What follows belongs to an exercise in optimizing a design on an open flow for small area; a production flow would make more cautious choices. Function was checked by simulation only, so behaviour that the tests miss may differ from the original. No activity file was given, so power comes from the tool's default toggle rates.

job 8730:
==> flow/design.v <==
module router_fsm(input clock,resetn,pkt_valid,fifo_full,fifo_empty_0,fifo_empty_1,fifo_empty_2,soft_reset_0,soft_reset_1,soft_reset_2,parity_done,low_pkt_valid,input[1:0]data_in, output write_enb_reg,detect_add,ld_state,laf_state,lfd_state,rst_int_reg,busy,output reg [1:0]temp);
parameter decode_address    =3'b000,
	  load_first_data   =3'b001,
	  load_data         =3'b010,
	  fifo_full_state   =3'b011,
	  load_after_full   =3'b100,
	  load_parity       =3'b101,
	  check_parity_error=3'b110,
	  wait_till_empty   =3'b111;
reg [2:0]ps,ns;
always@(posedge clock)
	if(ps==decode_address)
		temp<=data_in;
wire sel_empty = (data_in==2'b00) ? fifo_empty_0 : (data_in==2'b01) ? fifo_empty_1 : fifo_empty_2;
wire cur_empty = (temp==2'b00) ? fifo_empty_0 : (temp==2'b01) ? fifo_empty_1 : (temp==2'b10) ? fifo_empty_2 : 1'b0;
wire cur_sr    = (temp==2'b00) ? soft_reset_0 : (temp==2'b01) ? soft_reset_1 : (temp==2'b10) ? soft_reset_2 : 1'b0;
always@(posedge clock)
	if(!resetn || cur_sr)
		ps<=decode_address;
	else
		ps<=ns;
always@(*)
begin
	ns=ps;
	case(ps)
		decode_address:
			if(pkt_valid && data_in!=2'b11)
				ns = sel_empty ? load_first_data : wait_till_empty;
		load_first_data:
			ns=load_data;
		load_data:
			if(fifo_full)
				ns=fifo_full_state;
			else if(!pkt_valid)
				ns=load_parity;
		fifo_full_state:
			if(!fifo_full)
				ns=load_after_full;
		load_after_full:
			if(parity_done)
				ns=decode_address;
			else if(low_pkt_valid)
				ns=load_parity;
			else
				ns=load_data;
		load_parity:
			ns=check_parity_error;
		check_parity_error:
			ns = fifo_full ? fifo_full_state : decode_address;
		wait_till_empty:
			if(cur_empty)
				ns=load_first_data;
	endcase
end
assign detect_add = (ps==decode_address);
assign lfd_state  = (ps==load_first_data);
assign ld_state   = (ps==load_data);
assign busy = (ps!=decode_address) && (ps!=load_data);
assign write_enb_reg = (ps==load_data) || (ps==load_parity) || (ps==load_after_full);
assign laf_state = (ps==load_after_full);
assign rst_int_reg = (ps==check_parity_error);
endmodule
module router_sync(input clock,resetn,full_0,full_1,full_2,empty_0,empty_1,empty_2,write_enb_reg,read_enb_0,read_enb_1,read_enb_2,input[1:0]temp,output [2:0]write_enb,output vld_out_0,vld_out_1,vld_out_2,output fifo_full,output soft_reset_0,soft_reset_1,soft_reset_2);
assign fifo_full = (temp==2'b00) ? full_0 : (temp==2'b01) ? full_1 : (temp==2'b10) ? full_2 : 1'b0;
assign write_enb = write_enb_reg ? {temp==2'b10, temp==2'b01, temp==2'b00} : 3'b000;
assign vld_out_0 = ~empty_0;
assign vld_out_1 = ~empty_1;
assign vld_out_2 = ~empty_2;
router_wdog W0 (.clock(clock),.resetn(resetn),.vld(vld_out_0),.read_enb(read_enb_0),.soft_reset(soft_reset_0));
router_wdog W1 (.clock(clock),.resetn(resetn),.vld(vld_out_1),.read_enb(read_enb_1),.soft_reset(soft_reset_1));
router_wdog W2 (.clock(clock),.resetn(resetn),.vld(vld_out_2),.read_enb(read_enb_2),.soft_reset(soft_reset_2));
endmodule
module router_wdog(input clock,resetn,vld,read_enb,output soft_reset);
reg [4:0]count;
assign soft_reset = count==5'b10000;
always@(posedge clock)
	if(!resetn || !vld || read_enb)
		count<=0;
	else
		count<={count[3:0], ~(count[4]^count[2])};
endmodule
module router_reg(input clock,resetn,pkt_valid,fifo_full,rst_int_reg,detect_add,ld_state,laf_state,lfd_state,input[7:0]data_in,output reg err,parity_done,low_pkt_valid,output reg[7:0]dout);
reg[7:0]full_byte,parity_diff;
wire hdr_ld = detect_add && pkt_valid && data_in[1:0]!=2'b11;
always@(posedge clock)
	if(hdr_ld || (ld_state && !fifo_full))
		dout<=data_in;
	else if(laf_state)
		dout<=full_byte;
always@(posedge clock)
	if(ld_state && fifo_full)
		full_byte<=data_in;
always@(posedge clock)
	if(detect_add)
		parity_diff<= hdr_ld ? data_in : 8'd0;
	else if(ld_state)
		parity_diff<=parity_diff^data_in;
always@(posedge clock)
	if(!resetn || rst_int_reg)
		low_pkt_valid<=1'b0;
	else if(ld_state && !pkt_valid)
		low_pkt_valid<=1'b1;
always@(posedge clock)
	if(!resetn)
		parity_done<=1'b0;
	else if((ld_state && !fifo_full && !pkt_valid) || (laf_state && low_pkt_valid))
		parity_done<=1'b1;
	else if(detect_add)
		parity_done<=1'b0;
always@(posedge clock)
	if(!resetn)
		err<=1'b0;
	else if(parity_done)
		err<= |parity_diff;
endmodule
module router_fifo(input clock,resetn,soft_reset,write_enb,read_enb,input[7:0]data_in,output full,empty,output [7:0]data_out);
reg [3:0]count;
reg cleared;
reg [7:0]mem[15:0];
integer i;
assign full  = count==4'd15;
assign empty = count==4'd0;
wire wr = write_enb && !full;
wire rd = read_enb && !empty;
always@(posedge clock)
	if(wr) begin
		mem[0]<=data_in;
		for(i=1;i<16;i=i+1)
			mem[i]<=mem[i-1];
	end
always@(posedge clock)
	if(!resetn || soft_reset)
		count<=0;
	else if(wr && !rd)
		count<=count+1'b1;
	else if(rd && !wr)
		count<=count-1'b1;
always@(posedge clock)
	if(!resetn || soft_reset)
		cleared<=1'b1;
	else if(rd)
		cleared<=1'b0;
reg [7:0]r; integer j;
always@(*) begin
	r=0;
	for(j=0;j<16;j=j+1) if(count==j && !cleared) r = r | mem[j];
end
assign data_out = r;
endmodule
module router_top(input clock,resetn,read_enb_0,read_enb_1,read_enb_2,pkt_valid,input [7:0]data_in, output [7:0]data_out_0,data_out_1,data_out_2, output vld_out_0,vld_out_1,vld_out_2,err,busy);
wire [2:0]write_enb;
wire [7:0]dout;
wire [1:0]temp;
wire fifo_full,empty_0,empty_1,empty_2,full_0,full_1,full_2,soft_reset_0,soft_reset_1,soft_reset_2;
wire parity_done,low_pkt_valid,write_enb_reg,detect_add,ld_state,laf_state,lfd_state,rst_int_reg;
router_fsm FSM1 (.clock(clock),.resetn(resetn),.pkt_valid(pkt_valid),.fifo_full(fifo_full),
	.fifo_empty_0(empty_0),.fifo_empty_1(empty_1),.fifo_empty_2(empty_2),
	.soft_reset_0(soft_reset_0),.soft_reset_1(soft_reset_1),.soft_reset_2(soft_reset_2),
	.parity_done(parity_done),.low_pkt_valid(low_pkt_valid),.data_in(data_in[1:0]),
	.write_enb_reg(write_enb_reg),.detect_add(detect_add),.ld_state(ld_state),.laf_state(laf_state),
	.lfd_state(lfd_state),.rst_int_reg(rst_int_reg),.busy(busy),.temp(temp));
router_sync SYNC1 (.clock(clock),.resetn(resetn),.temp(temp),.full_0(full_0),.full_1(full_1),.full_2(full_2),
	.empty_0(empty_0),.empty_1(empty_1),.empty_2(empty_2),.write_enb_reg(write_enb_reg),
	.read_enb_0(read_enb_0),.read_enb_1(read_enb_1),.read_enb_2(read_enb_2),.write_enb(write_enb),
	.vld_out_0(vld_out_0),.vld_out_1(vld_out_1),.vld_out_2(vld_out_2),.fifo_full(fifo_full),
	.soft_reset_0(soft_reset_0),.soft_reset_1(soft_reset_1),.soft_reset_2(soft_reset_2));
router_reg REG1 (.clock(clock),.resetn(resetn),.pkt_valid(pkt_valid),.fifo_full(fifo_full),.rst_int_reg(rst_int_reg),
	.detect_add(detect_add),.ld_state(ld_state),.laf_state(laf_state),.lfd_state(lfd_state),.data_in(data_in),
	.err(err),.parity_done(parity_done),.low_pkt_valid(low_pkt_valid),.dout(dout));
router_fifo FIFO0 (.clock(clock),.resetn(resetn),.soft_reset(soft_reset_0),.write_enb(write_enb[0]),.read_enb(read_enb_0),.data_in(dout),.full(full_0),.empty(empty_0),.data_out(data_out_0));
router_fifo FIFO1 (.clock(clock),.resetn(resetn),.soft_reset(soft_reset_1),.write_enb(write_enb[1]),.read_enb(read_enb_1),.data_in(dout),.full(full_1),.empty(empty_1),.data_out(data_out_1));
router_fifo FIFO2 (.clock(clock),.resetn(resetn),.soft_reset(soft_reset_2),.write_enb(write_enb[2]),.read_enb(read_enb_2),.data_in(dout),.full(full_2),.empty(empty_2),.data_out(data_out_2));
endmodule
Settings: LEC_CHECK=0, ABC_AREA=1, CAP_MARGIN=20, CORE_MARGIN=2, CORE_UTILIZATION=60, PLACE_DENSITY=0.85, SLEW_MARGIN=20; clock period 5.0 ns.
standard.sh (not shown) runs the stock make flow with config.mk's settings and CLKGATE_MAP_FILE= SYNTH_SCRIPT=/design/flow/synth_recipe.tcl, a recipe that flattens the netlist after the stock synthesis.
==> flow/flow/run.sh <==
#!/bin/bash
set -euo pipefail
export BUFFER_PORTS_ARGS="-buffer_cell sky130_fd_sc_hd__buf_1"
export CTS_ARGS="-sink_clustering_enable -repair_clock_nets -sink_clustering_size 30 -sink_clustering_max_diameter 80 -dont_use_dummy_load -root_buf sky130_fd_sc_hd__clkbuf_8 -tree_buf sky130_fd_sc_hd__clkbuf_8"
bash standard.sh > run_standard.log 2>&1
Changes in job 7349 relative to job 8730:
Settings: clearing PLACE_DENSITY, which used to be 0.85.
--- outcome ---
Relative to job 8730, via total after detailed routing has gone down in job 7349.
Higher logic gate share of total power goes to job 8730 over job 7349.
NOTE: worst hold slack in job 7349 exceeds that of job 8730
Per the comparison of job 7349 with job 8730, non-clock buffer count went up, wire length went up by about 4%.
Job 7349 finished every stage and its layout cleared the timing, design-rule and antenna checks.
The proportion of register bits with asynchronous set or reset after synthesis of job 7349 and that of job 8730 are within noise of each other.
Here is what was changed in the inputs of job 6910 compared with job 7349.
Settings: swapping 60 for 65 in CORE_UTILIZATION.
==> comparison <==
Reported for job 6910 and job 7349, hold-fix buffer count after cts turned out identical to the last digit.
Of job 6910 and job 7349, the lower post-layout utilization of the core belongs to job 7349.
Of job 6910 and job 7349, the higher first-iteration DRC count belongs to job 7349.
In job 6910, routing usage on met3 is lower than in job 7349.
Final RePlAce weighted congestion: job 6910 vs job 7349 up 0.57%
What job 7192 does differently from job 6910 at the input level:
Settings: swapping 20 for 0 in CAP_MARGIN; swapping 20 for 0 in SLEW_MARGIN.
Results
For job 7192 and job 6910, there was not a single run that failed to finish clean.
Job 7192 and job 6910 ended up with nearly the same clock network fraction of total power.
The worst-case setup margin in the final layout on job 6910 is in line with that on job 7192.
As far as fraction of registers with async set/reset goes, job 7192 and job 6910 are indistinguishable; the numbers are identical.
Reported for job 7192 and job 6910, post-detailed-routing wire length turned out identical to the last digit.
Re largest net degree at the start of global routing: no difference whatsoever between job 6910 and job 7192.
Taking job 6910 as the reference, in job 7192 sequential cell count ~0 delta; setup slack after placement roughly the same.
Any difference in cell area between job 7192 and job 6910 is small enough to ignore.
Diff job 7192..job 6910 | area used by multi-input combinational logic | unchanged

==> port drivers added, routing unchanged <==
Ports are ideal in the flow. The routed layouts listed here were re-timed in OpenROAD. Step 1: set_driving_cell puts a clkbuf_16 on clock and a buf_2 on each other input, an assumption about the parent block. Step 2, shift: input delay + t, output delay - t, t = (earliest + latest rising clock arrival at the registers) / 2. This alone moves slack from input paths to output paths. Three values: ideal, step 1, step 2; two values: the first two.
run | t, ns | setup WS [ns] | clock arrival spread, ns | worst register clock-pin slew, ns | cell pins on the clock port's net
job 8730 | 0.640 | 1.138 / 1.096 / 1.736 | 0.082 / 0.082 | 0.12 / 0.12 | 1
job 7349 | 0.625 | 1.128 / 1.081 / 1.707 | 0.075 / 0.075 | 0.12 / 0.12 | 1
job 6910 | 0.640 | 1.106 / 1.059 / 1.699 | 0.078 / 0.078 | 0.11 / 0.11 | 1
job 7192 | 0.640 | 1.106 / 1.059 / 1.699 | 0.078 / 0.078 | 0.11 / 0.11 | 1
After both steps every run listed still meets setup and hold.
